This design comes from an exercise in tuning for small area on the open sky130 flow, not from production work. The RTL was checked by simulation tests, not by an equivalence proof against the original design. The flow treats the clock pin as an ideal source, which a real chip does not have. Power figures rest on the tool's default switching activity, not on a simulated workload.

==> flow/design.v <==
`timescale 1ns / 1ps
module ultrasonic_fsm(
input wire clk,
input wire rst,
input wire echo,
output wire trig_start,
output wire [13:0] distance_measure
    );
    reg [2:0] ph;
    reg [12:0] z;    
    reg [8:0] q;
    reg [8:0] d;
    wire trig = ph[2];
    wire idle = ~(ph[2] | ph[1] | ph[0]);
    wire wt   = ph[1] & ph[0];
    wire meas = ~ph[1] & ph[0];
    wire ten  = ph[1] & ~ph[0];
    wire r_wrap = (((z ^ 13'd3084) & 13'd4095) == 13'd0);
    wire r_ms   = (((z ^ 13'd216) & 13'd221) == 13'd0);
    wire end_wt = q[3] & r_wrap;              
    wire end_ms = &(q | ~9'd343) & r_ms;     
    wire end_tn = &(q | ~9'd171) & r_wrap;   
    wire go_trg  = idle | (wt & ~echo & end_wt) | (meas & echo & end_ms);
    wire go_wt   = trig & r_wrap;             
    wire go_ms   = wt & echo;
    wire go_tn   = meas & ~echo;
    wire qclr = go_trg | go_ms | go_tn;
    always @(posedge clk) begin
        if (rst) ph <= 3'b000;
        else if (go_trg) ph <= 3'b100;
        else if (go_wt) ph <= 3'b011;
        else if (go_ms) ph <= 3'b001;
        else if (go_tn) ph <= 3'b010;
        else if (ten & end_tn) ph <= 3'b000;
    end
    always @(posedge clk) begin
        if (qclr | go_wt) z <= 13'd2638 ^ ({13{go_trg}} & 13'd672) ^ ({13{go_wt}} & 13'd518) ^ ({13{go_tn}} & 13'd2050);
        else if (r_wrap) z <= 13'd2638;
        else z <= {~z[11:0], z[4] ^ z[12]};
        if (qclr) q <= 9'd0;
        else if (r_wrap) q <= {q[8] | (&q[7:0]), q[7:0] + 8'd1};   
    end
    always @(posedge clk) begin
        if (rst) d <= 9'd0;
        else if (go_tn) d <= q;
    end
    assign trig_start = trig;
    assign distance_measure = {5'd0, d};
endmodule
clock: 25.0 ns
lec_check: 0
cap_margin: 0
core_area: 2 2 62 62
die_area: 0 0 64 64
place_density: 0.95
slew_margin: 0
standard.sh (not shown) runs the stock make flow with config.mk's settings and CLKGATE_MAP_FILE= SYNTH_SCRIPT=/design/flow/synth_recipe.tcl, a recipe that flattens the netlist after the stock synthesis.
==> flow/flow/run.sh <==
#!/bin/bash
# Own layout flow: the standard synthesis, then an area-oriented ABC
# re-mapping of the combinational logic (registers kept as synthesized),
# then the standard ORFS layout with small port buffers and a single clock
# buffer in place of the clock tree. Each tool's output goes to its own log.
set -euo pipefail
W=$PWD
RES=$W/orfs/results/$FLOW_PLATFORM/ultrasonic_fsm/base
LIB=$FLOW_HOME/platforms/$FLOW_PLATFORM/lib/sky130_fd_sc_hd__tt_025C_1v80.lib
CLKBUF=$(cut -d" " -f1 flow/clkbuf.txt)
NCLK=$(cut -d" " -f2 flow/clkbuf.txt)

bash standard.sh $RES/1_2_yosys.v > $W/synth.log 2>&1

cp $RES/1_2_yosys.v $W/synth_standard.v
DU=$(sed -n '/^export DONT_USE_CELLS/,/^$/p' $FLOW_HOME/platforms/$FLOW_PLATFORM/config.mk | tr -d '\\' | grep -o 'sky130_fd_sc_hd__[a-z0-9_]*' | sed 's/^/-dont_use /' | tr '\n' ' ')
reopt() {  # reopt NAME ABC-SCRIPT
  echo "$2" > $W/$1.abc
  cat > $W/$1.ys <<EOS
read_liberty -ignore_miss_func $LIB
read_verilog $W/synth_standard.v
hierarchy -top $FLOW_TOP
blackbox sky130_fd_sc_hd__dfxtp_1
flatten
hierarchy -top $FLOW_TOP
opt -purge
abc -liberty $LIB $DU -script $W/$1.abc
opt_clean -purge
setundef -zero
hilomap -singleton -hicell sky130_fd_sc_hd__conb_1 HI -locell sky130_fd_sc_hd__conb_1 LO
splitnets
opt_clean -purge
insbuf -buf sky130_fd_sc_hd__buf_1 A X
tee -o $W/$1_stat.txt stat -liberty $LIB
write_verilog -noexpr -noattr -nohex -nodec $W/$1.v
EOS
  timeout 900 yosys -s $W/$1.ys > $W/$1.log 2>&1 || true
  grep 'Chip area' $W/$1_stat.txt 2>/dev/null | awk '{print $NF}' || true
}
best=""; bestA=1e9
reopt ra "strash; dc2; balance; rewrite -z; refactor -z; rewrite -z; dch -f; map -a; topo" > $W/ra.area
names="ra"
for round in 1 2 3 4 5 6 7 8; do
  for seed in 1 2 3 4; do
    s=$(( seed + 4 * (round - 1) ))
    case $(( round % 3 )) in
      1) map="&put; dc2; &get -n; &nf -a -E 100 -Q 100; &put" ;;
      2) map="&nf -a -E 100 -Q 100; &put" ;;
      0) map="&put; map -a" ;;
    esac
    reopt rs$s "strash; &get -n; &deepsyn -T 90 -S $s; $map; topo" > $W/rs$s.area &
    names="$names rs$s"
  done
  wait
done
for n in $names; do
  a=$(cat $W/$n.area)
  echo "$n $a" >> $W/reopt_summary.txt
  if [[ -n "$a" ]] && python3 -c "import sys; sys.exit(0 if $a < $bestA else 1)"; then best=$n; bestA=$a; fi
done
echo "best $best $bestA" >> $W/reopt_summary.txt
cp $W/$best.v $RES/1_2_yosys.v

bash standard.sh "BUFFER_PORTS_ARGS=-buffer_cell sky130_fd_sc_hd__buf_1" SKIP_REPAIR_TIE_FANOUT=1 \
  PRE_CTS_TCL=$W/flow/pre_cts.tcl "CTS_ARGS=-clk_nets clk" MY_CLKBUF=$CLKBUF MY_NCLK=$NCLK finish > $W/layout.log 2>&1
Other scripts of this flow, unchanged in this note and not shown: flow/flow/clkbuf.txt, flow/flow/pre_cts.tcl
==> next run, changes <==
--- a/flow/design.v
+++ b/flow/design.v
@@ -14,10 +14,10 @@
     wire idle = ~(ph[2] | ph[1] | ph[0]);
     wire wt   = ph[1] & ph[0];
     wire meas = ~ph[1] & ph[0];
     wire ten  = ph[1] & ~ph[0];
-    wire r_wrap = (((z ^ 13'd3084) & 13'd4095) == 13'd0);
-    wire r_ms   = (((z ^ 13'd216) & 13'd221) == 13'd0);
+    wire r_wrap = (((z ^ 13'd6330) & 13'd7615) == 13'd0);
+    wire r_ms   = (((z ^ 13'd650) & 13'd922) == 13'd0);
     wire end_wt = q[3] & r_wrap;              
     wire end_ms = &(q | ~9'd343) & r_ms;     
     wire end_tn = &(q | ~9'd171) & r_wrap;   
     wire go_trg  = idle | (wt & ~echo & end_wt) | (meas & echo & end_ms);
@@ -33,11 +33,11 @@
         else if (go_tn) ph <= 3'b010;
         else if (ten & end_tn) ph <= 3'b000;
     end
     always @(posedge clk) begin
-        if (qclr | go_wt) z <= 13'd2638 ^ ({13{go_trg}} & 13'd672) ^ ({13{go_wt}} & 13'd518) ^ ({13{go_tn}} & 13'd2050);
-        else if (r_wrap) z <= 13'd2638;
-        else z <= {~z[11:0], z[4] ^ z[12]};
+        if (qclr | go_wt) z <= 13'd877 ^ ({13{go_trg}} & 13'd4225) ^ ({13{go_wt}} & 13'd4133) ^ ({13{go_tn}} & 13'd4608);
+        else if (r_wrap) z <= 13'd877;
+        else z <= {~z[11:0], ~(z[3] ^ z[12])};
         if (qclr) q <= 9'd0;
         else if (r_wrap) q <= {q[8] | (&q[7:0]), q[7:0] + 8'd1};   
     end
     always @(posedge clk) begin
Setup slack gains 330 ps; utilization drops by 0.18 points; sequential share of layout area went up by 0.25 points; hold slack barely changes; die area does not change; design area is lower by 0.48%; clock power barely changes; area after synthesis falls by 0.51%; critical path depth is unchanged; global-route usage decreases by 1.1 points; maximum frequency is higher by 5.0%; register-to-register slack gains 80 ps.

[port drivers added, routing unchanged]
How much do the figures lean on ideal ports? The routed layouts below were timed once more, with nothing changed but the port constraints. Step 1: set_driving_cell puts a clkbuf_16 on clk and a buf_2 on each other input, an assumption about the parent block. Step 2 moves the port delays by t, midway between the first and last clock arrival at a register: inputs arrive t later, outputs are due t later. That takes back most of the time a late clock gives input paths. a / b / c = ideal ports / drivers / drivers and shift; a / b = the first two.
| run | t (ns) | setup WS [ns] | hold slack, ns | slew at the worst register clock pin (ns) |
|---|---|---|---|---|
| the first run | 0.176 | 17.982 / 17.992 / 17.815 | 0.399 / 0.399 / 0.399 | 0.12 / 0.12 |
| the second run | 0.177 | 18.314 / 18.324 / 18.147 | 0.399 / 0.399 / 0.399 | 0.12 / 0.12 |
After both steps setup and hold are still met in every run listed.
